From an optimization exercise on the open Yosys and OpenROAD flow, aimed at small area; shortcuts taken in it are not production practice. Function was checked by simulation only, so behaviour that the tests miss may differ from the original. The clock port is modelled as an ideal driver; clocking choices that lean on that would not hold on a real chip.

## swerv_mul
module swerv_mul
  (
   input  logic        clk,
   input  logic        rst_l,        
   input  logic        valid,        
   input  logic        rs1_sign,     
   input  logic        rs2_sign,     
   input  logic        low,          
   input  logic [31:0] a,
   input  logic [31:0] b,
   input  logic        freeze,       
   output logic [31:0] out
   );
   exu_mul_ctl mul_e1 (
      .clk                       (clk),
      .rst_l                     (rst_l),
      .a                         (a),
      .b                         (b),
      .freeze                    (freeze),
      .mp_valid                  (valid),
      .mp_rs1_sign               (rs1_sign),
      .mp_rs2_sign               (rs2_sign),
      .mp_low                    (low),
      .out                       (out));
endmodule
export LEC_CHECK = 0
export CAP_MARGIN = 20
export CORE_MARGIN = 2
export CORE_UTILIZATION = 70
export PLACE_DENSITY = 0.85
export SLEW_MARGIN = 20
export SYNTH_HIERARCHICAL = 1
export SYNTH_MINIMUM_KEEP_SIZE = 0
create_clock -name core_clock -period 8.0 [get_ports {clk}]
standard.sh (not shown) runs the stock make flow with config.mk's settings and CLKGATE_MAP_FILE= SYNTH_SCRIPT=/design/flow/synth_recipe.tcl, a recipe that flattens the netlist after the stock synthesis.
==> flow/flow/run.sh <==
#!/bin/bash
# Standard ORFS layout with three changes: the port buffers are the smallest
# buffer cell, CTS uses clkbuf_8 and no dummy loads, and after CTS the
# resizer's power recovery downsizes cells that have setup slack to spare.
set -euo pipefail
here=$(pwd)
bash standard.sh \
  "BUFFER_PORTS_ARGS=-buffer_cell sky130_fd_sc_hd__buf_1" \
  "CTS_ARGS=-sink_clustering_enable -repair_clock_nets -buf_list sky130_fd_sc_hd__clkbuf_8 -dont_use_dummy_load" \
  "POST_CTS_TCL=$here/flow/post_cts.tcl" \
  finish > standard_flow.log 2>&1
==> flow/flow/post_cts.tcl <==
# Downsize cells on paths with setup slack to spare, then re-legalize.
estimate_parasitics -placement
repair_timing -recover_power 100 -setup_margin 0.1 -verbose
detailed_placement
check_placement -verbose
The first run passed the timing, design-rule and antenna checks.
Next try:
Settings changed: SETUP_SLACK_MARGIN set to 0.05.
After rerunning: The changed run finished clean; design area is about the same; wire length hardly moves; setup slack is better by 0.059 ns.

Another version of the RTL of swerv_mul (not shown whole).
Size in the first run: ~2,300 cells after synthesis, about 130 flip-flops, roughly 26,000 sq um of cells after synthesis.
## swerv_mul
module swerv_mul
  (
   input  logic        clk,
   input  logic        rst_l,        
   input  logic        valid,        
   input  logic        rs1_sign,     
   input  logic        rs2_sign,     
   input  logic        low,          
   input  logic [31:0] a,
   input  logic [31:0] b,
   input  logic        freeze,       
   output logic [31:0] out
   );
==> flow/config.mk <==
export PLATFORM = sky130hd
export DESIGN_NAME = swerv_mul
export DESIGN_NICKNAME = swerv_mul
export VERILOG_FILES = /design/flow/design.v
export SDC_FILE = /design/flow/constraint.sdc
export NUM_CORES = 4
export LEC_CHECK = 0
export CAP_MARGIN = 20
export CORE_MARGIN = 2
export CORE_UTILIZATION = 70
export CTS_BUF_LIST = sky130_fd_sc_hd__clkbuf_8
export CTS_CLUSTER_DIAMETER = 100
export CTS_CLUSTER_SIZE = 30
export SLEW_MARGIN = 20
export SYNTH_HIERARCHICAL = 1
export SYNTH_MINIMUM_KEEP_SIZE = 0
==> flow/constraint.sdc <==
create_clock -name core_clock -period 8.0 [get_ports {clk}]
set_input_delay 1.6000 -clock core_clock [delete_from_list [all_inputs] [get_ports {clk}]]
set_output_delay 1.6000 -clock core_clock [all_outputs]
set_load 0.01 [all_outputs]
==> flow/flow/run.sh <==
#!/bin/bash
# Standard ORFS layout, except that the port buffers are the smallest buffer
# cell instead of the default delay buffer.
set -euo pipefail
bash standard.sh "BUFFER_PORTS_ARGS=-buffer_cell sky130_fd_sc_hd__buf_1" finish > standard_flow.log 2>&1
==> next run, changes <==
Settings changed: CAP_MARGIN 20 to 0, CORE_UTILIZATION 70 to 60, CTS_CLUSTER_DIAMETER 100 to unset, CTS_CLUSTER_SIZE 30 to unset, SLEW_MARGIN 20 to 0.
Effect: The new run went through all stages and came out clean; hold slack got worse by 5.7 ps; die area rose by 16%; wire length fell by 1.8%; first-iteration DRC count fell by 17%.
==> next run, changes <==
==> flow/flow/run.sh (replaced) <==
#!/bin/bash
# Standard ORFS layout with three changes: the port buffers are the smallest
# buffer cell, CTS uses clkbuf_8 and no dummy loads, and after CTS the
# resizer's power recovery downsizes cells that have setup slack to spare.
set -euo pipefail
here=$(pwd)
bash standard.sh \
  "BUFFER_PORTS_ARGS=-buffer_cell sky130_fd_sc_hd__buf_1" \
  "CTS_ARGS=-sink_clustering_enable -repair_clock_nets -buf_list sky130_fd_sc_hd__clkbuf_8 -dont_use_dummy_load" \
  "POST_CTS_TCL=$here/flow/post_cts.tcl" \
  finish > standard_flow.log 2>&1
==> flow/flow/post_cts.tcl (new file) <==
# Downsize cells on paths with setup slack to spare, then re-legalize.
estimate_parasitics -placement
repair_timing -recover_power 100 -setup_margin 0.1 -verbose
detailed_placement
check_placement -verbose
Settings changed: CAP_MARGIN 0 to 20, CORE_UTILIZATION 60 to 70, CTS_BUF_LIST sky130_fd_sc_hd__clkbuf_8 to unset, PLACE_DENSITY set to 0.85, SLEW_MARGIN 0 to 20.
=> The changed run finished with timing, DRC and antenna clean. Sequential share of layout area goes up by 0.25 points. Flip-flop and latch count stays the same. Routed wire length is about the same. Setup slack gains 14 ps.
==> next run, changes <==
==> flow/flow/run.sh (replaced) <==
#!/bin/bash
# Standard ORFS layout, except that the port buffers are the smallest buffer
# cell instead of the default delay buffer.
set -euo pipefail
bash standard.sh "BUFFER_PORTS_ARGS=-buffer_cell sky130_fd_sc_hd__buf_1" finish > standard_flow.log 2>&1
Settings changed: CORE_UTILIZATION 70 to 60, CTS_BUF_LIST set to sky130_fd_sc_hd__clkbuf_8, PLACE_DENSITY 0.85 to unset.
removed: flow/flow/post_cts.tcl
Result:
- The new run completed without violations
- core utilization falls by 10 points
- final cell count grows by about 5%
- worst setup slack is worse by 14 ps

-- static timing again, ports no longer ideal --
The results above use ideal ports. As a check the final layouts listed here were re-extracted and re-timed, cells and wires unchanged. Step 1 (the two cells are an assumption about what drives the block):
set clk [get_ports {clk}]
set_driving_cell -lib_cell sky130_fd_sc_hd__clkbuf_16 $clk
set_driving_cell -lib_cell sky130_fd_sc_hd__buf_2 [delete_from_list [all_inputs] $clk]
Step 2 also shifts input and output timing later by t, the mid clock arrival at the registers, as if the neighbouring blocks saw the same clock. Slacks: ideal / step 1 / step 2; pairs: ideal / step 1.
| run | t (ns) | setup slack, ns | hold slack, ns | worst setup path after step 2 | cell pins on the clock port's net |
|---|---|---|---|---|---|
| the first run of note 1 | 0.583 | 0.233 / 0.233 / 0.233 | 0.413 / 0.413 / 0.413 | register to register | 1 |
| the second run of note 1 | 0.581 | 0.292 / 0.292 / 0.292 | 0.412 / 0.412 / 0.412 | register to register | 1 |
| the first run of note 2 | 0.556 | 0.165 / 0.165 / 0.165 | 0.424 / 0.424 / 0.424 | register to register | 1 |
| the second run of note 2 | 0.592 | 0.211 / 0.211 / 0.211 | 0.418 / 0.418 / 0.418 | register to register | 1 |
| the third run of note 2 | 0.549 | 0.225 / 0.225 / 0.225 | 0.391 / 0.391 / 0.391 | register to register | 1 |
| the fourth run of note 2 | 0.592 | 0.211 / 0.211 / 0.211 | 0.418 / 0.418 / 0.418 | register to register | 1 |
After both steps every run listed still meets setup and hold.
